Context: an optimization exercise on an open-source flow, tuned for small area. The choices shown serve that exercise and are no tape-out recipe.
The RTL was checked by simulation tests, not by an equivalence proof against the original design.
No activity file was given, so power comes from the tool's default toggle rates.

[run.sh]
#!/bin/bash
# synth_recipe.tcl (not shown) runs the flow's synth.tcl, then flattens the netlist and writes it again
# the make line also repeats each setting of config.mk as NAME=value (left out here)
make -C /OpenROAD-flow-scripts/flow DESIGN_CONFIG=/design/flow/config.mk WORK_HOME=/design/flow/orfs CLKGATE_MAP_FILE= SYNTH_SCRIPT=/design/flow/synth_recipe.tcl finish
[design.v]
module MUX32(
    data1_i    ,
    data2_i    ,
    select_i   ,
    data_o     
);
input [31:0] data1_i,data2_i;
input select_i;
output[31:0] data_o;
assign data_o = (select_i)? data2_i : data1_i ;
endmodule
module PC
(
    clk_i,
    start_i,
    pc_i,
    hazardpc_i,
    pc_o
);
input               clk_i;
input               start_i, hazardpc_i;
input   [31:0]      pc_i;
output  [31:0]      pc_o;
reg     [31:0]      pc_o;
reg     flag,flag_next;
always@(*)begin
    if(pc_i == 32'd248)flag_next = 1;
    else flag_next = flag;
end
always@(posedge clk_i or negedge start_i) begin
    if(~start_i) begin
        pc_o <= 32'b0;
        flag <= 0;
    end
    else begin
        flag <= flag_next;
        if(start_i & (!hazardpc_i))
            pc_o <= (flag)? 32'd248 : pc_i ;
        else
            pc_o <= pc_o;
    end
end
endmodule
module Adder
(
    data1_in,
    data2_in,
    data_o
);
input [31:0] data1_in,data2_in;
output [31:0] data_o;
assign data_o = data1_in + data2_in ;
endmodule
module Instruction_Memory
(
    clk,
    reset,
    addr_i, 
    instr_i,
    instr_o
);
integer i;
input               clk;
input               reset;
input   [31:0]      addr_i;
input   [7:0]       instr_i;
output  [31:0]      instr_o;
reg     [31:0]     memory  [0:63];    
reg     [1:0]      quad,quad_d1;
reg     [7:0]      instr_read;
reg     [5:0]      address_read;
reg                flag,flag_next;
reg     [1:0]      counter,counter_next;
reg     [5:0]      instr_wr_address,instr_wr_address_next;  
assign  instr_o = memory[addr_i[7:2]];  
always@(*)begin
    if(instr_i == 8'b1111_1110)flag_next = 1;
    else if (instr_i == 8'b1111_1111)flag_next = 0;
    else flag_next = flag;
    if(flag)counter_next = counter + 2'd1;
    else counter_next = counter;
    if(counter == 2'b11)instr_wr_address_next = instr_wr_address + 6'd1;
    else instr_wr_address_next = instr_wr_address;
end
always@(posedge clk or posedge reset)begin
    if(reset)begin
        for(i=0;i<64;i=i+1)begin
            memory[i] <= 0;
        end
        counter         <= 0;
        quad            <= 0;
        instr_read      <= 0;
        flag            <= 0;
        address_read    <= 0;
        instr_wr_address<=0;
    end
    else begin
        flag             <= flag_next;
        counter          <= counter_next;
        quad             <= (2'b11-counter);
        quad_d1          <= quad;
        instr_wr_address <= instr_wr_address_next;
        address_read     <= instr_wr_address;
        instr_read       <= instr_i;
        if(flag)begin
            case(quad)
            2'b00: memory[address_read][7:0]   <= (instr_read == 8'b1111_1111)?0:instr_read;
            2'b01: memory[address_read][15:8]  <= (instr_read == 8'b1111_1111)?0:instr_read;
            2'b10: memory[address_read][23:16] <= (instr_read == 8'b1111_1111)?0:instr_read;
            2'b11: memory[address_read][31:24] <= (instr_read == 8'b1111_1111)?0:instr_read;
            default: memory[address_read][7:0] <= (instr_read == 8'b1111_1111)?0:instr_read;
            endcase
        end
    end
end
endmodule
module ALU (data1_i, data2_i, ALUCtrl_i, data_o,Zero_o);
input [31:0] data1_i, data2_i;
input [2:0] ALUCtrl_i;
output reg[31:0] data_o;
output reg Zero_o;
parameter SUM = 3'b001;
parameter SUB = 3'b010;
parameter AND = 3'b011;
parameter OR  = 3'b100;
parameter XOR = 3'b101;
parameter MUL = 3'b110;
always@(*)begin
  Zero_o   = (data1_i - data2_i)?0:1;
case(ALUCtrl_i)
  SUM : begin
    data_o = data1_i + data2_i;
  end
  SUB : begin
    data_o = data1_i - data2_i;
  end
  AND : begin
    data_o = data1_i & data2_i;
  end
  OR : begin
    data_o = data1_i | data2_i;
  end
  XOR : begin
    data_o = data1_i ^ data2_i;
  end
  MUL : begin
    data_o = data1_i * data2_i;
  end
  default : begin
    data_o = data1_i;
  end
endcase
end
endmodule
module shift2 (
  input [31:0] data_i,
  output [31:0] data_o
);
assign data_o = {data_i[29:0],2'b00};
endmodule
module Sign_Extend(
    select_i,
    data0_i,
    data1_i,
    data_o     
);
input [11:0] data0_i,data1_i;
input select_i;
output[31:0] data_o;
assign data_o = (select_i)? {{20{data1_i[11]}},data1_i} : {{20{data0_i[11]}},data0_i} ; 
endmodule
module IF_ID(
	clk_i,
	start_i,
	pc_i,
	inst_i,
	hazard_i,
	flush_i,
	pcIm_i,
	pcIm_o,
	pc_o,
	inst_o
);
input	clk_i, hazard_i, flush_i, start_i;
input	[31:0]	inst_i, pc_i;
input 	[11:0]	pcIm_i;
output 	[11:0]	pcIm_o;
output	[31:0]	pc_o, inst_o;
reg [31:0]	pc_o, inst_o;
reg [11:0] 	pcIm_o;
always@(posedge clk_i) begin
	if(~start_i) begin
		pc_o <= 32'b0;
		inst_o <= 32'b0;
		pcIm_o <= 12'b0;
	end
	else if(flush_i) begin
		pc_o <= pc_i;
		inst_o <= 32'b0;   
		pcIm_o <= 12'b0;
	end
	else if(hazard_i) begin
		pc_o <= pc_i;
		inst_o <= inst_o;
		pcIm_o <= pcIm_i;
	end
	else begin
		pc_o <= pc_i;
		inst_o <= inst_i;
		pcIm_o <= pcIm_i;
	end
end
endmodule
module Control(
    Op_i       ,
    ALUOp_o    ,
    ALUSrc_o   ,
    RegWrite_o ,
    MemRd_o,
    MemWr_o,
    MemToReg_o,
    Branch_o,
    immSelect_o,
    Flush_o  
);
input [6:0]     Op_i;
output reg[1:0]     ALUOp_o;   
output  reg      ALUSrc_o, immSelect_o;
output  reg    RegWrite_o, MemRd_o, MemWr_o, MemToReg_o, Branch_o, Flush_o;
always@(*)begin
  case(Op_i)
  7'b0010011 : begin  
    ALUOp_o = 2'b11;
    ALUSrc_o = 1'b1;
    RegWrite_o = 1'b1;    
    MemRd_o = 1'b0;      
    MemWr_o = 1'b0;      
    MemToReg_o = 1'b0;       
    Branch_o = 1'b0;
    immSelect_o = 1'b0;
    Flush_o = 1'b0;
  end
  7'b0110011 : begin  
    ALUOp_o = 2'b10;
    ALUSrc_o = 1'b0;
    RegWrite_o = 1'b1;
    MemRd_o = 1'b0;
    MemWr_o = 1'b0;
    MemToReg_o = 1'b0;
    Branch_o = 1'b0;
    immSelect_o = 1'b0;
    Flush_o = 1'b0;
  end
  7'b1100011 : begin  
    ALUOp_o = 2'b01;
    ALUSrc_o = 1'b1;
    RegWrite_o = 1'b0;
    MemRd_o = 1'b0;
    MemWr_o = 1'b0;
    MemToReg_o = 1'b0;
    Branch_o = 1'b1;
    immSelect_o = 1'b0;
    Flush_o = 1'b1;
  end
  7'b0000011 : begin  
    ALUOp_o = 2'b00;
    ALUSrc_o = 1'b1;
    MemRd_o = 1'b1;
    MemToReg_o = 1'b1;
    RegWrite_o = 1'b1;
    MemWr_o = 1'b0;
    Branch_o = 1'b0;
    immSelect_o = 1'b0;
    Flush_o = 1'b0;
  end
  7'b0100011 : begin  
    ALUOp_o = 2'b00;
    ALUSrc_o = 1'b1;
    MemWr_o = 1'b1;
    RegWrite_o = 1'b0;
    MemRd_o = 1'b0;
    MemToReg_o = 1'b0;
    Branch_o = 1'b0;
    immSelect_o = 1'b1;
    Flush_o = 1'b0;
  end
  7'b1010111: begin  
    ALUOp_o = 2'b00;  
    ALUSrc_o = 1'b0;
    RegWrite_o = 1'b1;
    MemRd_o = 1'b0;
    MemWr_o = 1'b0;
    MemToReg_o = 1'b0;
    Branch_o = 1'b0;
    immSelect_o = 1'b0;
    Flush_o = 1'b0;
  end
  default : begin
    ALUOp_o = 2'b11;
    ALUSrc_o = 1'b1;
    RegWrite_o = 1'b0;
    MemRd_o = 1'b0;
    MemWr_o = 1'b0;
    MemToReg_o = 1'b0;
    Branch_o = 1'b0;
    immSelect_o = 1'b0;
    Flush_o = 1'b0;
  end
  endcase
end
endmodule
module Registers
(
    clk_i,
    reset,
    op_address,
    RSaddr_i,
    RTaddr_i,
    RDaddr_i, 
    RDdata_i,
    RegWrite_i,
    is_pos_i, 
    RSdata_o, 
    RTdata_o,
    reg_o,
    pos_o
);
integer i;
input               clk_i;
input               reset;
input   [4:0]       op_address;
input   [4:0]       RSaddr_i;
input   [4:0]       RTaddr_i;
input   [4:0]       RDaddr_i;
input   [31:0]      RDdata_i;
input               RegWrite_i;
input   [3:0]       is_pos_i;
output  [31:0]      RSdata_o; 
output  [31:0]      RTdata_o;
output  [31:0]      reg_o;
output  [3:0]       pos_o;
reg     [31:0]      register        [0:31];
reg     [3:0]       pos             [0:31];
assign  RSdata_o = register[RSaddr_i];
assign  RTdata_o = register[RTaddr_i];
assign  reg_o    = register[op_address];    
assign  pos_o    = pos[op_address];         
always@(negedge clk_i or posedge reset)begin
    if(reset) begin
        for(i=0;i<32;i=i+1) register[i] <= 0;
        for(i=0;i<32;i=i+1) pos[i]      <= 0;
    end  
    else  begin
        if(RegWrite_i)begin
            register[RDaddr_i] <= RDdata_i;
            pos[RDaddr_i]      <= is_pos_i;
        end
    end      
end
endmodule 
module ID_EX(
	clk_i,
	start_i,
	inst_i,
	pc_i,
	RDData0_i,
	RDData1_i,
	SignExtended_i,
	RegDst_i,
	ALUOp_i,
	ALUSrc_i,
	RegWrite_i,
	MemToReg_i,
	MemRead_i,
	MemWrite_i,
	inst_o,
	PC_branch_select_i,
	RSaddr_i,     
    RTaddr_i,
	pc_o,
	RDData0_o,
	RDData1_o,
	SignExtended_o,
	RegDst_o,
	ALUOp_o,
	ALUSrc_o,
	RegWrite_o,
	MemToReg_o,
	MemRead_o,
	MemWrite_o,
	PC_branch_select_o,
	RSaddr_o,
	RTaddr_o
);
input	clk_i, ALUSrc_i, RegWrite_i, MemToReg_i, MemRead_i, MemWrite_i, start_i; 
input	[31:0]	inst_i, pc_i, RDData0_i, RDData1_i, SignExtended_i;
input	[1:0]	ALUOp_i;
input 	[4:0]	RegDst_i,RSaddr_i,RTaddr_i;
input   PC_branch_select_i;
output	reg ALUSrc_o, RegWrite_o, MemToReg_o, MemRead_o, MemWrite_o;  
output	reg [31:0]	inst_o, pc_o, RDData0_o, RDData1_o, SignExtended_o;
output	reg [1:0]	ALUOp_o;
output 	reg [4:0]	RegDst_o, RSaddr_o, RTaddr_o;
output reg PC_branch_select_o;
always@(posedge clk_i or negedge start_i) begin
	if(~start_i) begin
		inst_o <= 0;
		pc_o <= 0 ;
		RDData0_o <= 0;
		RDData1_o <= 0;
		SignExtended_o <= 0;
		RegDst_o <= 0;
		ALUOp_o <= 0;
		ALUSrc_o <= 0;
		RegWrite_o <= 0;
		MemToReg_o <= 0;
		MemRead_o <= 0;
		MemWrite_o <= 0;
		PC_branch_select_o <=0;
		RSaddr_o <= 0;
		RTaddr_o <= 0;
	end
	else begin
		inst_o <= inst_i;
		pc_o <= pc_i ;
		RDData0_o <= RDData0_i;
		RDData1_o <= RDData1_i;
		SignExtended_o <= SignExtended_i;
		RegDst_o <= RegDst_i;
		ALUOp_o <= ALUOp_i;
		ALUSrc_o <= ALUSrc_i;
		RegWrite_o <= RegWrite_i;
		MemToReg_o <= MemToReg_i;
		MemRead_o <= MemRead_i;
		MemWrite_o <= MemWrite_i;
		PC_branch_select_o <= PC_branch_select_i;
		RSaddr_o <= RSaddr_i;
		RTaddr_o <= RTaddr_i;
	end
end
endmodule
module ALU_Control(
    funct_i    ,
    ALUOp_i    ,
    ALUCtrl_o 
);
input [9:0] funct_i; 
input [1:0] ALUOp_i; 
output reg[2:0] ALUCtrl_o;
always@(*)begin
  case(ALUOp_i)
    2'b11 : begin
        ALUCtrl_o = 3'b001; 
    end
    2'b10 : begin
        case(funct_i)
            10'b0000000000 : begin
                ALUCtrl_o = 3'b001; 
            end
            10'b0100000000 : begin
                ALUCtrl_o = 3'b010; 
            end
            10'b0000001000 : begin
                ALUCtrl_o = 3'b110; 
            end
            10'b0000000110 : begin
                ALUCtrl_o = 3'b100; 
            end
            10'b0000000111 : begin
                ALUCtrl_o = 3'b011; 
            end
            default : begin
                ALUCtrl_o = 3'b001;
            end
        endcase
    end
    2'b01 : begin  
    ALUCtrl_o = 3'b010; 
    end
    default : begin
        ALUCtrl_o = 3'b001;
    end
endcase
end
endmodule
module HazardDetect(
    IF_IDrs1_i,
    IF_IDrs2_i,
    ID_EXrd_i,
    ID_EX_MemRead_i,
    Hazard_o
);
input ID_EX_MemRead_i;
input [4:0] IF_IDrs1_i, IF_IDrs2_i, ID_EXrd_i;
output Hazard_o;
assign Hazard_o = ((ID_EX_MemRead_i && (ID_EXrd_i == IF_IDrs1_i || ID_EXrd_i == IF_IDrs2_i))? 1'b1 : 1'b0);
endmodule
module MUX_Control(
    Hazard_i, 
    RegDst_i,  
    ALUOp_i, 
    ALUSrc_i,  
    RegWrite_i, 
    MemToReg_i, 
    MemRead_i,
    MemWrite_i,
    Branch_i,
    RegDst_o,  
    ALUOp_o, 
    ALUSrc_o,  
    RegWrite_o, 
    MemToReg_o, 
    MemRead_o,
    MemWrite_o,  
    Branch_o 
);
input	[1:0]	ALUOp_i;
input 	[4:0]	RegDst_i;
input	Hazard_i, ALUSrc_i, RegWrite_i, MemToReg_i, MemRead_i, MemWrite_i, Branch_i; 
output	reg [1:0]	ALUOp_o;
output 	reg [4:0]	RegDst_o;
output	reg ALUSrc_o, RegWrite_o, MemToReg_o, MemRead_o, MemWrite_o, Branch_o; 
always@(*)begin
    case(Hazard_i)
    1'b1 : begin
        RegDst_o <= 4'b0000;  
        ALUOp_o <= 2'b00;
        ALUSrc_o <= 1'b0; 
        RegWrite_o <= 1'b0;
        MemToReg_o <= 1'b0;
        MemRead_o <= 1'b0;
        MemWrite_o <= 1'b0;
        Branch_o <= 1'b0;
    end
    1'b0 : begin
        RegDst_o <= RegDst_i;  
        ALUOp_o <= ALUOp_i;
        ALUSrc_o <= ALUSrc_i; 
        RegWrite_o <= RegWrite_i;
        MemToReg_o <= MemToReg_i;
        MemRead_o <= MemRead_i;
        MemWrite_o <= MemWrite_i;
        Branch_o <= Branch_i;
    end
    default : begin
        RegDst_o <= RegDst_i;  
        ALUOp_o <= ALUOp_i;
        ALUSrc_o <= ALUSrc_i; 
        RegWrite_o <= RegWrite_i;
        MemToReg_o <= MemToReg_i;
        MemRead_o <= MemRead_i;
        MemWrite_o <= MemWrite_i;
        Branch_o <= 1'b0;
    end
    endcase
end
endmodule
module ForwardingUnit (   
    EX_MEM_RegWrite_i,
    EX_MEM_RD_i,
    ID_EX_RS_i,
    ID_EX_RT_i,
    MEM_WB_RegWrite_i,
    MEM_WB_RD_i,
    ForwardA_o, 
    ForwardB_o
);
input			    EX_MEM_RegWrite_i, MEM_WB_RegWrite_i;
input	    [4:0]	ID_EX_RS_i, ID_EX_RT_i, EX_MEM_RD_i, MEM_WB_RD_i;
output reg	[1:0]	ForwardA_o, ForwardB_o;
always@(*)begin
    ForwardA_o = 2'b00;
    if(EX_MEM_RegWrite_i && (EX_MEM_RD_i != 5'b00000) && (EX_MEM_RD_i == ID_EX_RS_i))
        ForwardA_o = 2'b10;
    else if(MEM_WB_RegWrite_i && (MEM_WB_RD_i != 5'b00000) && MEM_WB_RD_i == ID_EX_RS_i)
        ForwardA_o = 2'b01;
    ForwardB_o = 2'b00;
    if(EX_MEM_RegWrite_i && (EX_MEM_RD_i != 5'b00000) && (EX_MEM_RD_i == ID_EX_RT_i)) 
        ForwardB_o = 2'b10;
    else if(MEM_WB_RegWrite_i && (MEM_WB_RD_i != 5'b00000) && MEM_WB_RD_i == ID_EX_RT_i)  
        ForwardB_o = 2'b01;
end
endmodule
module ForwardingMUX(
    select_i,
    data_i,
    EX_MEM_i,
    MEM_WB_i,
    data_o
);
input	[1:0]		select_i;
input	[31:0]		data_i, EX_MEM_i, MEM_WB_i;
output reg[31:0]	data_o;
always @(*) begin
	case(select_i)
        2'b00: data_o = data_i;
        2'b01: data_o = MEM_WB_i;
		2'b10: data_o = EX_MEM_i;	
        default : data_o = data_i;
	endcase
end
endmodule
module EX_MEM(
	clk_i,
	start_i,
	pc_i,
	zero_i,
	ALUResult_i,
    VALUResult_i,  
	RDData_i,
	RDaddr_i,
	RegWrite_i,
	MemToReg_i,
	MemRead_i,
	MemWrite_i,
	Branch_i,
	instr_i,
	instr_o,
	pc_o,
	zero_o,
	ALUResult_o,
    VALUResult_o,  
	RDData_o,
	RDaddr_o,
	RegWrite_o,
	MemToReg_o,
	MemRead_o,
	MemWrite_o,
	Branch_o  
);
input	clk_i, zero_i, RegWrite_i, MemToReg_i, MemRead_i, MemWrite_i, Branch_i, start_i;
input	[31:0]	pc_i, ALUResult_i, RDData_i, VALUResult_i;  
input	[4:0] RDaddr_i;
input 	[31:0] instr_i;
output reg [31:0] instr_o;
output reg 	zero_o, RegWrite_o, MemToReg_o, MemRead_o, MemWrite_o, Branch_o;
output reg [31:0]	pc_o, ALUResult_o, RDData_o, VALUResult_o;  
output reg[4:0] RDaddr_o;
always@(posedge clk_i or negedge start_i) begin
	if(~start_i) begin
		pc_o <= 0;
		zero_o <= 0;
		ALUResult_o <= 0;
        VALUResult_o <= 0;  
		RDData_o <= 0;
		RDaddr_o <= 0;
		RegWrite_o <= 0;
		MemToReg_o <= 0;
		MemRead_o <= 0;
		MemWrite_o <= 0;
		Branch_o <= 0;
		instr_o	<= 0;
	end
	else begin
		pc_o <= pc_i;
		zero_o <= zero_i;
		ALUResult_o <= ALUResult_i;
        VALUResult_o <= VALUResult_i;  
		RDData_o <= RDData_i;
		RDaddr_o <= RDaddr_i;
		RegWrite_o <= RegWrite_i;
		MemToReg_o <= MemToReg_i;
		MemRead_o <= MemRead_i;
		MemWrite_o <= MemWrite_i;
		Branch_o <= Branch_i;
		instr_o    <= instr_i;
	end
end
endmodule
module DataMemory(   
    input clk_i,
    input reset,
    input [4:0] op_addr,
    input [31:0] addr_i,
    input [31:0]  data_i,
    input MemWrite_i, 
    input MemRead_i,
    output [31:0] data_o,
    output [31:0] data_mem_o
);
integer i;
reg [7:0] memory [0:31];    
wire [31:0] op;
wire [4:0] a0, a1, a2, a3;
wire [4:0] o0, o1, o2, o3;
assign a0 = addr_i[4:0];
assign a1 = addr_i[4:0] + 5'd1;
assign a2 = addr_i[4:0] + 5'd2;
assign a3 = addr_i[4:0] + 5'd3;
assign o0 = op_addr;
assign o1 = op_addr + 5'd1;
assign o2 = op_addr + 5'd2;
assign o3 = op_addr + 5'd3;
assign op = {memory[a3], memory[a2], memory[a1], memory[a0]};
assign data_mem_o = { memory[o3], memory[o2],
                        memory[o1], memory[o0]};
assign data_o = (MemRead_i) ? op : 32'd0;
always @(posedge clk_i or posedge reset) begin
    if(reset)
        for(i=0;i<32;i=i+1) memory[i] <= 0;
    else if(MemWrite_i) begin
            memory[a3] <= data_i[31:24];
            memory[a2] <= data_i[23:16];
            memory[a1] <= data_i[15:8];
            memory[a0] <= data_i[7:0];
        end
end
endmodule
module MEM_WB(
	clk_i,
	start_i,
	ALUResult_i,
	RDData_i,
	RDaddr_i,
	RegWrite_i,
	MemToReg_i,
	DataMemReadData_i,
	ALUResult_o,
	RDData_o,
	RDaddr_o,
	RegWrite_o,
	MemToReg_o,
	DataMemReadData_o
);
input	clk_i, RegWrite_i, MemToReg_i, start_i;
input	[31:0]	ALUResult_i, RDData_i, DataMemReadData_i;
input	[4:0]	RDaddr_i;
output	 RegWrite_o, MemToReg_o;
output	[31:0]	ALUResult_o, RDData_o, DataMemReadData_o;
reg	 RegWrite_o, MemToReg_o;
reg	[31:0]	ALUResult_o, RDData_o, DataMemReadData_o;
output reg	[4:0]	RDaddr_o;
always@(posedge clk_i or negedge start_i) begin
	if(~start_i) begin
		ALUResult_o <= 0;
		RDData_o <= 0;
		RDaddr_o <= 0;
		RegWrite_o <= 0;
		MemToReg_o <= 0;
		DataMemReadData_o<=0;
	end
	else begin
		ALUResult_o <= ALUResult_i;
		RDData_o <= RDData_i;
		RDaddr_o <= RDaddr_i;
		RegWrite_o <= RegWrite_i;
		MemToReg_o <= MemToReg_i;
		DataMemReadData_o <= DataMemReadData_i;
	end
end
endmodule
module VALU (v1_i, v2_i, VALUCtrl_i, v_o, over);
    input signed[31:0] v1_i, v2_i; 
    input [2:0] VALUCtrl_i;  
    output reg [31:0] v_o;  
    output reg [3:0]  over; 
    reg signed[7:0] e1, e2, e3, e4;
    reg signed[7:0] b1,b2,b3,b4,b5,b6,b7,b8;
    wire [15:0]  a1,a2,a3,a4,a5,a6,a7,a8;
    reg signed[15:0]   s1,s2,s3,s4;
    assign a1 = {{8{v1_i[7]}} ,v1_i[7:0]};
    assign a2 = {{8{v2_i[7]}} ,v2_i[7:0]};
    assign a3 = {{8{v1_i[15]}},v1_i[15:8]};
    assign a4 = {{8{v2_i[15]}},v2_i[15:8]};
    assign a5 = {{8{v1_i[23]}},v1_i[23:16]};
    assign a6 = {{8{v2_i[23]}},v2_i[23:16]};
    assign a7 = {{8{v1_i[31]}},v1_i[31:24]};
    assign a8 = {{8{v2_i[31]}},v2_i[31:24]};
    parameter VSUM  = 3'b010;  
    parameter VSUB  = 3'b110;  
    parameter VDP   = 3'b001;  
    always @(*) begin
        over[0] = 0;
        over[1] = 0;
        over[2] = 0;
        over[3] = 0;
        b1 = v1_i[7:0];
        b2 = v2_i[7:0];
        b3 = v1_i[15:8];
        b4 = v2_i[15:8];
        b5 = v1_i[23:16];
        b6 = v2_i[23:16];
        b7 = v1_i[31:24];
        b8 = v2_i[31:24];
        e1 = 0; e2 = 0; e3 = 0; e4 = 0;
        s1 = 0; s2 = 0; s3 = 0; s4 = 0;
        case (VALUCtrl_i)
            VSUM: begin
                e1 = b1 + b2;
                e2 = b3 + b4;
                e3 = b5 + b6;
                e4 = b7 + b8;
                v_o = {e4,e3,e2,e1};
                if( ~v1_i[7]  & ~v2_i[7] )over[0] = 1;
                else over[0] = 0;
                if( ~v1_i[15] & ~v2_i[15] )over[1] = 1;
                else over[1] = 0;
                if( ~v1_i[23] & ~v2_i[23] )over[2] = 1;
                else over[2] = 0;
                if( ~v1_i[31] & ~v2_i[31] )over[3] = 1;
                else over[3] = 0;
            end
            VSUB: begin
                e1 = b1 - b2;
                e2 = b3 - b4;
                e3 = b5 - b6;
                e4 = b7 - b8;
                v_o = {e4,e3,e2,e1};
                if( ~v1_i[7]  & (v2_i[7]) )     over[0] = 1;
                else over[0] = 0;
                if( ~v1_i[15] & (v2_i[15]) )    over[1] = 1;
                else over[1] = 0;
                if( ~v1_i[23] & (v2_i[23]) )    over[2] = 1;
                else over[2] = 0;
                if( ~v1_i[31] & (v2_i[31]) )    over[3] = 1;
                else over[3] = 0;
            end
            VDP: begin
                s1  = a1 * a2 ;
                s2  = a3 * a4 ;
                s3  = a5 * a6 ;
                s4  = a7 * a8 ; 
                v_o = (s1+s2+s3+s4);
            end
            default: begin
                over[0] = 0;
                over[1] = 0;
                over[2] = 0;
                over[3] = 0;
                v_o = v1_i;
            end
        endcase
    end
endmodule
module VALU_ctrl(vfunct_i, VALUCtrl_o);
    input [9:0] vfunct_i;  
    output reg [2:0] VALUCtrl_o;
    always @(*) begin
        case (vfunct_i)
            10'b000000_1_001: begin
                VALUCtrl_o = 3'b010;  
            end 
            10'b010000_1_000: begin
                VALUCtrl_o = 3'b110;  
            end
            10'b000000_1_111: begin
                VALUCtrl_o = 3'b000;  
            end
            10'b000000_1_110: begin
                VALUCtrl_o = 3'b001;  
            end
            default: begin
                VALUCtrl_o = 3'b000;
            end
        endcase
    end
endmodule
module Branch(
    input [31:0] data1_i,
    input [31:0] data2_i,
    input [2:0] funct_i,      
    input isBranch_i,
    output isBranch_o  
);
    reg branch_select;
    always@(*)begin
        if(isBranch_i) begin
            case(funct_i)
                3'b000: begin
                    if(data1_i == data2_i)branch_select = 1;
                    else branch_select = 0;
                end
                3'b001: begin
                    if(data1_i != data2_i)branch_select = 1;
                    else branch_select = 0;
                end
                3'b100: begin
                    if(data1_i < data2_i)branch_select = 1;
                    else branch_select = 0;
                end
                3'b101: begin
                    if(data1_i >= data2_i)branch_select = 1;
                    else branch_select = 0;
                end
                3'b110: begin
                    if(data1_i < data2_i)branch_select = 1;
                    else branch_select = 0;
                end
                3'b111: begin
                    if(data1_i >= data2_i)branch_select = 1;
                    else branch_select = 0;
                end
                default: branch_select = 0;
            endcase
        end else begin
            branch_select = 0;
        end
    end
    assign isBranch_o = branch_select;
endmodule
module CPU(
    input           clk_i,
    input           DataOrReg,       
    input [4:0]     address,
    input [7:0]     instr_i,
    input           reset,
    input [1:0]     vout_addr,   
    output reg[7:0] value_o,
    output          is_positive,
    output reg[2:0] easter_egg
);
wire [3:0]  vector_signed_bits;
wire [31:0] op_selection;
wire [31:0] inst_addr,inst,aluData,RSD,RTD,signExData,MUXop;
wire [9:0]  ALUfunct_in;
wire [2:0]  alu_ctrl_wire;
wire [11:0] swIm;
wire        rst;
    wire [31:0] pcSelect_data_o;
    wire [31:0] addPC;               
    wire [31:0] AddSum_data_o;         
    reg         start_i;
    wire [11:0] pcIm;
    wire [31:0] IF_ID_pc_o;
    wire [11:0] IF_ID_pcIm_o;
    wire [31:0] IF_ID_inst_o;
    wire        HazardDetect_Hazard_o;
    wire [31:0] shiftLeft_data_o;
    wire [31:0] Registers_RSdata_o;
    wire [31:0] Registers_RTdata_o;
    wire [31:0] reg_o;
     wire [3:0] is_positive_line;
    wire isBranch;
    wire [4:0]  MEM_WB_RDaddr_o;
    wire [31:0] memToReg_data_o;
    wire        MEM_WB_RegWrite_o;
    wire [31:0] Sign_Extend_data_o;
    wire [31:0] PCImmExtend_data_o;
    wire [4:0]  MUX_Control_RegDst_o;
    wire [1:0]  MUX_Control_ALUOp_o;
    wire        MUX_Control_ALUSrc_o;
    wire        MUX_Control_RegWrite_o;
    wire        MUX_Control_MemToReg_o;
    wire        MUX_Control_MemRead_o;
    wire        MUX_Control_MemWrite_o;
    wire        MUX_Control_Branch_o;
    wire [1:0]  Control_ALUOp_o;
    wire        Control_ALUSrc_o;
    wire        Control_RegWrite_o;
    wire        Control_MemRd_o;
    wire        Control_MemWr_o;
    wire        Control_MemToReg_o;
    wire        Control_Branch_o;
    wire        Control_immSelect_o;
    wire        Control_Flush_o;
    wire [1:0]  ForwardingUnit_ForwardA_o;
    wire [1:0]  ForwardingUnit_ForwardB_o;
    wire [31:0] ForwardToData1_data_o;
    wire [31:0] ForwardToData2_data_o;
    wire [31:0] ID_EX_pc_o;
    wire [31:0] ID_EX_inst_o;
    wire [31:0] ID_EX_RDData0_o;
    wire [31:0] ID_EX_RDData1_o;
    wire [31:0] ID_EX_SignExtended_o;
    wire [4:0]  ID_EX_RegDst_o;
    wire        ID_EX_ALUSrc_o;
    wire [1:0]  ID_EX_ALUOp_o;
    wire        ID_EX_RegWrite_o;
    wire        ID_EX_MemToReg_o;
    wire        ID_EX_MemRead_o;
    wire        ID_EX_MemWrite_o;
    wire        ID_EX_PC_Branch_Select_o; 
    wire [4:0]  ID_EX_RSaddr_o;
    wire [4:0]  ID_EX_RTaddr_o;
    wire [31:0] Data_Memory_data_o;
    wire [31:0] data_mem_o;
    wire [31:0] MUX_ALUSrc_data_o;
    wire [2:0]  ALU_Control_ALUCtrl_o;
    wire        ALU_Zero_o;
    wire [31:0] ALU_data_o;
    wire [31:0] EX_MEM_instr_o;
    wire [31:0] EX_MEM_ALUResult_o;
    wire        EX_MEM_RegWrite_o;
    wire [4:0]  EX_MEM_RDaddr_o;
    wire [31:0] EX_MEM_RDData_o;
    wire        EX_MEM_MemWrite_o;
    wire        EX_MEM_MemRead_o;
    wire        EX_MEM_MemToReg_o;
    wire [31:0] MEM_WB_ALUResult_o;
    wire [31:0] MEM_WB_DataMemReadData_o;
    wire        MEM_WB_MemToReg_o;
    wire        PC_Branch_Select;
    wire [31:0] VALU_v_o, EX_MEM_VALUResult_o, aluToDM_data_o;  
    wire        toDataMemory;  
    wire [2:0]  VALU_Control_VALUCtrl_o;
reg         flag;
reg [3:0]   vector_signed [0:2];
reg         easter_flag, easter_flag_next;
reg [7:0]   egg1, egg2, egg3;
reg [2:0]   easter_counter, easter_counter_next;
assign ALUfunct_in      = {ID_EX_inst_o[31:25],ID_EX_inst_o[14:12]};
assign pcIm             = {inst[31],inst[7],inst[30:25],inst[11:8]};  
assign swIm             = {inst[31:25],inst[11:7]};   
assign rst              = reset;
assign toDataMemory     = (EX_MEM_instr_o[6:0] == 7'b1010111)? 1 : 0;  
assign is_positive      = is_positive_line[vout_addr];
always@(posedge clk_i or posedge reset )begin
    if(reset)begin
        flag             <= 0;
        start_i          <= 0;
        vector_signed[0] <= 0;
        vector_signed[1] <= 0;
        egg1             <= 8'b0000_1101; 
        egg2             <= 8'b0011_0110; 
        egg3             <= 8'b1001_1010; 
    end
    else begin
        vector_signed[0] <= vector_signed_bits;
        vector_signed[1] <= vector_signed[0];
        egg1             <= 8'b0000_1101; 
        egg2             <= 8'b0011_0110; 
        egg3             <= 8'b1001_1010; 
        if(flag)begin
            if(instr_i == 8'b1111_1111)begin
                flag    <= 0;
                start_i <= 1;
            end
            else begin
                flag    <= flag;
                start_i <= start_i;
            end
        end
        else begin
            if(instr_i == 8'b1111_1110)flag <= 1; 
            else begin 
                flag <= flag;
                start_i   <= start_i;
            end
        end
    end
end
always@(posedge clk_i or posedge reset )begin
    if(reset)begin
        easter_flag    <= 0;
        easter_counter <= 0;
    end
    else begin
        easter_flag    <= easter_flag_next;
        easter_counter <= easter_counter_next;
        if(easter_flag)begin
            easter_egg[0] <= egg1[(3'd7 - easter_counter)];
            easter_egg[1] <= egg2[(3'd7 - easter_counter)];
            easter_egg[2] <= egg3[(3'd7 - easter_counter)];
        end
        else begin
            easter_egg[0] <= 0;
            easter_egg[1] <= 0;
            easter_egg[2] <= 0;
        end
    end
end
always@(*)begin
    if(instr_i == 8'b1010_1010)     easter_flag_next <= 1;
    else if(easter_counter == 3'd7) easter_flag_next <= 0;
    else                            easter_flag_next <= easter_flag;
    if(easter_flag)easter_counter_next = easter_counter + 3'd1;
    else easter_counter_next = easter_counter;
end
always@(*)begin
    case(vout_addr)
        2'b00:value_o   = (DataOrReg)? reg_o[7:0]   : data_mem_o[7:0];
        2'b01:value_o   = (DataOrReg)? reg_o[15:8]  : data_mem_o[15:8];
        2'b10:value_o   = (DataOrReg)? reg_o[23:16] : data_mem_o[23:16];
        2'b11:value_o   = (DataOrReg)? reg_o[31:24] : data_mem_o[31:24];
    endcase
end
MUX32 u_pcSelect(
    .data1_i    (addPC),
    .data2_i    (AddSum_data_o),             
    .select_i   (PC_Branch_Select),          
    .data_o     (pcSelect_data_o)
);
PC u_PC(
    .clk_i      (clk_i),
    .start_i    (start_i),
    .pc_i       (pcSelect_data_o),
    .hazardpc_i (HazardDetect_Hazard_o),
    .pc_o       (inst_addr)
);
Adder u_Add_PC(
    .data1_in   (inst_addr),
    .data2_in   (32'd4),
    .data_o     (addPC)               
);
Instruction_Memory u_Instruction_Memory(
    .clk        (clk_i),
    .reset      (rst),
    .addr_i     (inst_addr), 
    .instr_i    (instr_i),         
    .instr_o    (inst)           
);
ALU u_AddSum(
    .data1_i    (IF_ID_pc_o),
    .data2_i    (shiftLeft_data_o),
    .ALUCtrl_i  (3'b001),
    .data_o     (AddSum_data_o),         
    .Zero_o     ()
);
shift2 u_shiftLeft(
    .data_i (PCImmExtend_data_o),
    .data_o(shiftLeft_data_o)
);
Sign_Extend u_PCImmExtend(      
    .select_i   (1'b0),
    .data0_i    (IF_ID_pcIm_o),
    .data1_i    (12'b0),
    .data_o     (PCImmExtend_data_o)   
);
IF_ID u_IF_ID(
    .clk_i      (clk_i),
    .start_i    (start_i),
    .pc_i       (inst_addr),
    .inst_i     (inst), 
    .hazard_i   (HazardDetect_Hazard_o),
    .flush_i    (Control_Flush_o),          
    .pcIm_i     (pcIm),
    .pcIm_o     (IF_ID_pcIm_o),      
    .pc_o       (IF_ID_pc_o),        
    .inst_o     (IF_ID_inst_o)       
);
Control u_Control(
    .Op_i       (IF_ID_inst_o[6:0]),
    .ALUOp_o    (Control_ALUOp_o),                
    .ALUSrc_o   (Control_ALUSrc_o),               
    .RegWrite_o (Control_RegWrite_o),             
    .MemRd_o    (Control_MemRd_o),                
    .MemWr_o    (Control_MemWr_o),                
    .MemToReg_o (Control_MemToReg_o),           
    .Branch_o   (Control_Branch_o),             
    .immSelect_o(Control_immSelect_o),           
    .Flush_o    (Control_Flush_o)                 
);
Registers u_Registers(
    .clk_i      (clk_i),
    .reset      (rst),
    .op_address (address),                       
    .RSaddr_i   (IF_ID_inst_o[19:15]),     
    .RTaddr_i   (IF_ID_inst_o[24:20]),     
    .RDaddr_i   (MEM_WB_RDaddr_o), 
    .RDdata_i   (memToReg_data_o),
    .RegWrite_i (MEM_WB_RegWrite_o), 
    .is_pos_i   (vector_signed[1]),
    .RSdata_o   (Registers_RSdata_o),                   
    .RTdata_o   (Registers_RTdata_o),                   
    .reg_o      (reg_o),
    .pos_o      (is_positive_line)
);
Branch u_Branch(
    .data1_i    (Registers_RSdata_o),
    .data2_i    (Registers_RTdata_o),
    .funct_i    (ALUfunct_in[2:0]),
    .isBranch_i (ID_EX_PC_Branch_Select_o),          
    .isBranch_o (isBranch)         
);
Sign_Extend u_Sign_Extend(
    .select_i   (Control_immSelect_o),  
    .data0_i    (IF_ID_inst_o[31:20]),
    .data1_i    ({IF_ID_inst_o[31:25], IF_ID_inst_o[11:7]}),
    .data_o     (Sign_Extend_data_o)    
);
ID_EX u_ID_EX(
    .clk_i              (clk_i),
    .start_i            (start_i),
    .inst_i             (IF_ID_inst_o),
    .pc_i               (IF_ID_pc_o),
    .RDData0_i          (Registers_RSdata_o),
    .RDData1_i          (Registers_RTdata_o),
    .SignExtended_i     (Sign_Extend_data_o),
    .RegDst_i           (MUX_Control_RegDst_o),
    .ALUOp_i            (MUX_Control_ALUOp_o),
    .ALUSrc_i           (MUX_Control_ALUSrc_o),
    .RegWrite_i         (MUX_Control_RegWrite_o),
    .MemToReg_i         (MUX_Control_MemToReg_o),
    .MemRead_i          (MUX_Control_MemRead_o),
    .MemWrite_i         (MUX_Control_MemWrite_o),
    .PC_branch_select_i (MUX_Control_Branch_o),
    .RSaddr_i           (IF_ID_inst_o[19:15]),     
    .RTaddr_i           (IF_ID_inst_o[24:20]),
    .inst_o             (ID_EX_inst_o),     
    .pc_o               (ID_EX_pc_o),              
    .RDData0_o          (ID_EX_RDData0_o),          
    .RDData1_o          (ID_EX_RDData1_o),          
    .SignExtended_o     (ID_EX_SignExtended_o),      
    .RegDst_o           (ID_EX_RegDst_o),          
    .ALUOp_o            (ID_EX_ALUOp_o),          
    .ALUSrc_o           (ID_EX_ALUSrc_o),          
    .RegWrite_o         (ID_EX_RegWrite_o),          
    .MemToReg_o         (ID_EX_MemToReg_o),          
    .MemRead_o          (ID_EX_MemRead_o),          
    .MemWrite_o         (ID_EX_MemWrite_o),          
    .PC_branch_select_o (ID_EX_PC_Branch_Select_o),          
    .RSaddr_o           (ID_EX_RSaddr_o),
    .RTaddr_o           (ID_EX_RTaddr_o)
);
MUX32 MUX_ALUSrc(
    .data1_i    (ForwardToData2_data_o),
    .data2_i    (ID_EX_SignExtended_o),
    .select_i   (ID_EX_ALUSrc_o),
    .data_o     (MUX_ALUSrc_data_o)
);
ALU_Control ALU_Control(
    .funct_i    (ALUfunct_in),
    .ALUOp_i    (ID_EX_ALUOp_o),
    .ALUCtrl_o  (ALU_Control_ALUCtrl_o)
);
ALU ALU(
    .data1_i    (ForwardToData1_data_o),
    .data2_i    (MUX_ALUSrc_data_o),
    .ALUCtrl_i  (ALU_Control_ALUCtrl_o),
    .data_o     (ALU_data_o),          
    .Zero_o     (ALU_Zero_o)           
);
HazardDetect u_HazardDetect(
    .IF_IDrs1_i         (IF_ID_inst_o[24:20]),
    .IF_IDrs2_i         (IF_ID_inst_o[19:15]),
    .ID_EXrd_i          (IF_ID_inst_o[19:15]),
    .ID_EX_MemRead_i    (ID_EX_MemRead_o),
    .Hazard_o           (HazardDetect_Hazard_o)
);
MUX_Control u_MUX_Control(
    .Hazard_i   (HazardDetect_Hazard_o), 
    .RegDst_i   (IF_ID_inst_o[11:7]),            
    .ALUOp_i    (Control_ALUOp_o), 
    .ALUSrc_i   (Control_ALUSrc_o),  
    .RegWrite_i (Control_RegWrite_o), 
    .MemToReg_i (Control_MemToReg_o), 
    .MemRead_i  (Control_MemRd_o),
    .MemWrite_i (Control_MemWr_o),
    .Branch_i   (Control_Branch_o),
    .RegDst_o   (MUX_Control_RegDst_o),  
    .ALUOp_o    (MUX_Control_ALUOp_o), 
    .ALUSrc_o   (MUX_Control_ALUSrc_o),  
    .RegWrite_o (MUX_Control_RegWrite_o), 
    .MemToReg_o (MUX_Control_MemToReg_o),  
    .MemRead_o  (MUX_Control_MemRead_o),
    .MemWrite_o (MUX_Control_MemWrite_o),
    .Branch_o   (MUX_Control_Branch_o)         
);
ForwardingUnit ForwardingUnit(
    .EX_MEM_RegWrite_i (EX_MEM_RegWrite_o),
    .EX_MEM_RD_i       (EX_MEM_RDaddr_o),
    .ID_EX_RS_i        (ID_EX_RSaddr_o),
    .ID_EX_RT_i        (ID_EX_RTaddr_o),
    .MEM_WB_RegWrite_i (MEM_WB_RegWrite_o),
    .MEM_WB_RD_i       (MEM_WB_RDaddr_o),
    .ForwardA_o        (ForwardingUnit_ForwardA_o),
    .ForwardB_o        (ForwardingUnit_ForwardB_o)
);
ForwardingMUX ForwardToData1(
    .select_i (ForwardingUnit_ForwardA_o),
    .data_i   (ID_EX_RDData0_o),
    .EX_MEM_i (EX_MEM_ALUResult_o),
    .MEM_WB_i (memToReg_data_o),
    .data_o   (ForwardToData1_data_o)
);
ForwardingMUX ForwardToData2(
    .select_i (ForwardingUnit_ForwardB_o),
    .data_i   (ID_EX_RDData1_o),
    .EX_MEM_i (EX_MEM_ALUResult_o),
    .MEM_WB_i (memToReg_data_o),
    .data_o   (ForwardToData2_data_o)
);
EX_MEM u_EX_MEM(
    .clk_i  (clk_i),
    .start_i    (start_i),
    .pc_i   (ID_EX_pc_o),
    .zero_i (ALU_Zero_o),
    .ALUResult_i    (ALU_data_o),
    .VALUResult_i (VALU_v_o),  
    .RDData_i   (ForwardToData2_data_o),         
    .RDaddr_i   (ID_EX_RegDst_o),                
    .RegWrite_i (ID_EX_RegWrite_o),
    .MemToReg_i (ID_EX_MemToReg_o),
    .MemRead_i  (ID_EX_MemRead_o),
    .MemWrite_i (ID_EX_MemWrite_o),
    .Branch_i  (isBranch),                       
    .instr_i(ID_EX_inst_o),
    .instr_o(EX_MEM_instr_o),
    .pc_o   (),
    .zero_o (),
    .ALUResult_o    (EX_MEM_ALUResult_o),
    .VALUResult_o (EX_MEM_VALUResult_o),  
    .RDData_o   (EX_MEM_RDData_o),              
    .RDaddr_o   (EX_MEM_RDaddr_o),              
    .RegWrite_o (EX_MEM_RegWrite_o),              
    .MemToReg_o (EX_MEM_MemToReg_o),              
    .MemRead_o  (EX_MEM_MemRead_o),              
    .MemWrite_o (EX_MEM_MemWrite_o),               
    .Branch_o  (PC_Branch_Select)              
);
DataMemory u_DataMemory(
    .clk_i      (clk_i),
    .reset      (rst),
    .op_addr    (address),
    .addr_i     (aluToDM_data_o),
    .data_i     (EX_MEM_RDData_o),
    .MemWrite_i (EX_MEM_MemWrite_o),
    .MemRead_i  (EX_MEM_MemRead_o),
    .data_o     (Data_Memory_data_o),
    .data_mem_o (data_mem_o)
);
MEM_WB u_MEM_WB(
    .clk_i  (clk_i),
    .start_i    (start_i),
    .ALUResult_i    (aluToDM_data_o),
    .RDData_i   (EX_MEM_RDData_o),
    .RDaddr_i   (EX_MEM_RDaddr_o),
    .RegWrite_i (EX_MEM_RegWrite_o),
    .MemToReg_i (EX_MEM_MemToReg_o),
    .DataMemReadData_i(Data_Memory_data_o),
    .ALUResult_o    (MEM_WB_ALUResult_o),
    .RDData_o   (),          
    .RDaddr_o   (MEM_WB_RDaddr_o),         
    .RegWrite_o (MEM_WB_RegWrite_o),          
    .MemToReg_o (MEM_WB_MemToReg_o),           
    .DataMemReadData_o(MEM_WB_DataMemReadData_o)
);
MUX32 memToReg(
    .data1_i    (MEM_WB_ALUResult_o),
    .data2_i    (MEM_WB_DataMemReadData_o),
    .select_i   (MEM_WB_MemToReg_o), 
    .data_o     (memToReg_data_o)
);
MUX32 aluToDM(  
    .data1_i(EX_MEM_ALUResult_o),
    .data2_i(EX_MEM_VALUResult_o),
    .select_i(toDataMemory),  
    .data_o(aluToDM_data_o)  
);
VALU VALU(  
    .v1_i(ForwardToData1_data_o),
    .v2_i(MUX_ALUSrc_data_o),
    .VALUCtrl_i(VALU_Control_VALUCtrl_o),
    .v_o(VALU_v_o),
    .over(vector_signed_bits)
);
VALU_ctrl VALU_Control(  
    .vfunct_i(ALUfunct_in),
    .VALUCtrl_o(VALU_Control_VALUCtrl_o)
);
endmodule
[constraint.sdc]
create_clock -name core_clock -period 15.0 [get_ports {clk_i}]
set_input_delay 3.0000 -clock core_clock [delete_from_list [all_inputs] [get_ports {clk_i}]]
set_output_delay 3.0000 -clock core_clock [all_outputs]
set_load 0.01 [all_outputs]
[config.mk]
export PLATFORM = sky130hd
export DESIGN_NAME = CPU
export DESIGN_NICKNAME = CPU
export VERILOG_FILES = /design/flow/design.v
export SDC_FILE = /design/flow/constraint.sdc
export NUM_CORES = 8
export LEC_CHECK = 0
export CAP_MARGIN = 20
export CORE_MARGIN = 2
export CORE_UTILIZATION = 25
export PLACE_DENSITY = 0.3
export SETUP_SLACK_MARGIN = 0.3
export SLEW_MARGIN = 20
==> flow_metrics.tcl <==
set metrics [dict create \
    worstPathBufferInverterCount 1 \
    die_height_um 955 \
    worst_clock_skew_ns 0.128 \
    powerDensity_nw_per_um2 114 \
    cts.sinks 3898 \
    timing.slew.headroom_pct 12.1 \
    final_layout_size_suffix_gt1_share_pct 12.0 \
    critical-path-max-stage-delay_ns 0.64 \
    gate_count_of_the_mapped_netlist 25106 \
    layout.filler_cells 95596 \
    place_congestion 1.03 \
    synth.ff_latch_count 3898 \
    synth_area_leaders "sky130_fd_sc_hd__dfrtp_1 (30%), sky130_fd_sc_hd__dfrtn_1 (13%), sky130_fd_sc_hd__fa_1 (6.5%)" \
    share_of_flip_flops_with_an_asynchronous_set_or_reset_after_synthesis_pct 98.0 \
    min-delay-path-class "flop to flop" \
    maximum_number_of_pins_on_one_net_before_global_route_repair 151 \
    cell_row_count 349 \
    net_switching_power_mw 10.2 \
    detail-route-antenna-nets 0 \
    total_number_of_cells_along_the_worst_setup_path 8 \
    dpl_cells 36243 \
    drv_slew 0 \
    core_area_um2 902000 \
    grt_first_pass_wirelength_mm 2260 \
    h-tree-depth 6 \
    timing.critical_path.required_ns 12.00 \
    intPower_mw 20.2 \
    place_hpwl_mm 1170 \
    regArea_um2 97200 \
    worst_setup_hold_path_clk_slew_ns 0.06 \
    final_cell_mix "sky130_fd_sc_hd__nand2_1 (3,844), sky130_fd_sc_hd__o21ai_0 (2,892), sky130_fd_sc_hd__dfrtp_1 (2,653)" \
    cts-buffers-inserted 560 \
    cp_data_arrival_time_ns 11.70 \
    final-setup-viol-count 0 \
    port_buffers 29 \
    critical_path.startpoint_type "flop" \
    hold_violations 0 \
    power.static_leakage_nw 114 \
    finish.instance_area_um2 266000 \
    outcome "complete, no violations" \
    mappedNetlistNets 26328 \
    netlist_cell_types 102 \
    chipWidth_um 955 \
    synth_area_um2 226000 \
    dominant_register_cell_in_the_synthesized_netlist "sky130_fd_sc_hd__dfrtp_1" \
    synth-edff-count 3 \
    detail_route.vias_per_cell 6.01 \
    r2r_cells 49 \
    worstHoldPathCells 0 \
    ctsLongestPathBuffers 5 \
    syn_area_per_cell_um2 9.00 \
    cts_root_buffer "sky130_fd_sc_hd__clkbuf_16" \
    worst_path_cell_trace "a221oi_1 -> o21ai_0 -> a221oi_1 -> nand4_1 -> o221ai_4 -> o21ai_0 -> mux4_2 -> dlygate4sd2_1" \
    final-instance-count-excl-fill 37350 \
    ys_warn_count 24 \
    worstPathMaxFanout 4 \
    multi_input_area_um2 119000 \
    tritoncts "yes" \
    seq_power_share_pct 37.0 \
    grt_antenna_before_repair 202 \
    post-synth-top-area-cell "sky130_fd_sc_hd__dfrtp_1" \
    vias_in_the_first_global_route 215005 \
    design.die.area_um2 911000 \
    route.vias.total 224615 \
    crit_slowest_cell "sky130_fd_sc_hd__mux4_2" \
    pwr-share-comb_pct 19.0 \
    synth.yosys.seq_area_share_pct 43.0 \
    grt_use_total_pct 37.1 \
    synth_top_cell_area_share_pct 29.5 \
    drt-pass1-iter-count 9 \
    mostFrequentLayoutCell "sky130_fd_sc_hd__nand2_1" \
    synthesis_to_layout_area_growth_pct 17.7 \
    switching_part_of_the_total_pct 33.5 \
    globalRoute.totalOverflow 0 \
    drc 0 \
    worst_pin_slew_ns 1.31 \
    cp-end-kind "output port" \
    drt_iter0_markers 31436 \
    cts_hold_buf 0 \
    number_of_nets_at_the_end_of_the_flow 26099 \
    start_util_pct 25.1 \
    clock_power_share_pct 44.0 \
    critPathKind "flop to output port" \
    setup_repair_after_global_routing_missed_its_margin "yes" \
    timing.critical_path.max_delay_family "compound AO/OA/AOI/OAI gates" \
    power.ir.vdd_worst_uv 158 \
    dpl_cell_area_um2 248000 \
    setup_total_negative_slack_ns 0 \
    maxCapViolCount 0 \
    worst_skew_pair.late_latency_ns 1.13 \
    wirelength_mm 1740 \
    wire_per_inst_um 46.6 \
    total_power_mw 30.4 \
    i_o_pins 30 \
]
## Yosys cell counts, types with 221 or more instances
| master | n |
|---|---|
| sky130_fd_sc_hd__a22o_1 | 717 |
| sky130_fd_sc_hd__dfrtn_1 | 1152 |
| sky130_fd_sc_hd__buf_1 | 238 |
| sky130_fd_sc_hd__nand4_1 | 461 |
| sky130_fd_sc_hd__a211oi_1 | 284 |
| sky130_fd_sc_hd__fa_1 | 733 |
| sky130_fd_sc_hd__a221oi_1 | 864 |
| sky130_fd_sc_hd__nand3_1 | 341 |
| sky130_fd_sc_hd__inv_1 | 1076 |
| sky130_fd_sc_hd__nand2_1 | 3887 |
| sky130_fd_sc_hd__clkbuf_1 | 1974 |
| sky130_fd_sc_hd__xnor2_1 | 221 |
| sky130_fd_sc_hd__a22oi_1 | 1469 |
| sky130_fd_sc_hd__a21oi_1 | 1465 |
| sky130_fd_sc_hd__dfrtp_1 | 2667 |
| sky130_fd_sc_hd__o21ai_0 | 2926 |
| sky130_fd_sc_hd__mux2i_1 | 426 |
| sky130_fd_sc_hd__ha_1 | 471 |
| sky130_fd_sc_hd__nor2_1 | 1958 |
## through the flow
step | setup slack [ns] | util, % | hold slack, ns
after CTS | 0.187 | 29.4 | 0.319
after detailed placement | 0.725 | 27.5 | 0.335
final | 0.302 | 29.5 | 0.316
after global routing | 0.211 | 29.5 | 0.340
after floorplan | -46.69 | - | 0.331
after global placement | 0.720 | 27.4 | 0.332
## logic make-up (layout without fill, tap and decap cells)
family	Yosys count	in the layout	share of synthesized area (%)
AOI/OAI and AO/OA	8449	8449	24.4
xor gates and xnor gates	320	320	1.30
adders and majority gates	1204	1204	9.10
buffers and inverters	3369	3513	5.64
DFF	3898	3898	43.0
muxes	640	640	3.12
other	0	166	0
and+or+nand+nor	7226	7226	13.4
## power by group through the flow
stage / Sequential (mW) / Combinational [mW] / Clock, mW
after global routing: 11.3 / 5.96 / 14.0
after floorplan: 11.4 / 2.61 / 0
final: 11.2 / 5.78 / 13.4
after CTS: 11.2 / 5.65 / 13.7
after detailed placement: 11.4 / 5.63 / 0
after global placement: 11.4 / 5.64 / 0
## final timing paths
kind,startpoint,to,slack [ns]
setup / recovery,u_Registers.register[15][20],value_o[4],0.30
hold / removal,u_ID_EX.RegDst_o[4],u_EX_MEM.RDaddr_o[4],0.32
setup reg to reg,u_MEM_WB.RDaddr_o[1],u_EX_MEM.VALUResult_o[31],1.04
hold reg to reg,u_ID_EX.RegDst_o[4],u_EX_MEM.RDaddr_o[4],0.32
max in group asynchronous,reset,u_Registers.pos[17][0],3.22
min in group asynchronous,start_i,u_EX_MEM.VALUResult_o[16],0.73
## routing by layer
| layer | wire, µm | GRT usage [%] |
|---|---|---|
| met3 | 141000 | 9.20 |
| met4 | 120000 | 21.3 |
| met2 | 755000 | 56.2 |
| met1 | 725000 | 48.0 |
| met5 | 833 | 0.388 |
## flip-flops by register name, summed over array words and instances (netlist names), 7 cells and up
name and flops:
u_Instruction_Memory.memory 2048, u_Registers.register 1024, u_EX_MEM.RDData_o 32, u_IF_ID.pc_o 32, u_PC.pc_o 32, u_ID_EX.RDData1_o 32, u_IF_ID.inst_o 32, u_IF_ID.pcIm_o 12
u_MEM_WB.ALUResult_o 32, u_EX_MEM.ALUResult_o 32, u_EX_MEM.VALUResult_o 32, u_Registers.pos 128, u_ID_EX.RDData0_o 32, u_EX_MEM.instr_o 7, u_ID_EX.inst_o 23, u_MEM_WB.DataMemReadData_o 32
u_Instruction_Memory.instr_read 8, vector_signed 8, u_DataMemory.memory 256
## final cells by class
type / instances / area share [%]
inverters: 1104 / 1.56
flip-flops and latches: 3898 / 36.6
diodes: 166 / 0.156
clock buffers: 847 / 6.25
multi-input cells: 17839 / 44.9
repair buffers: 1474 / 4.64
clock inverters: 88 / 0.371
well taps: 11934 / 5.62
## worst reg2reg max path, delay by kind of cell (launching register included)
family / cells / cell delay, ns
buffers and inverters: 8 / 0.73
AOI/OAI and AO/OA: 20 / 4.67
DFF: 1 / 0.53
and+or+nand+nor: 5 / 0.71
adders and majority gates: 14 / 6.29
xor gates and xnor gates: 1 / 0.38
muxes: 1 / 0.53
## timing repair
| item | in CTS | in global routing |
|---|---|---|
| resized for setup | 15 | 9 |
| setup endpoints to repair | 5 | 11 |
| setup buffers | 0 | 1 |
| pin swaps | 1 | 4 |
| cloned | 0 | 0 |
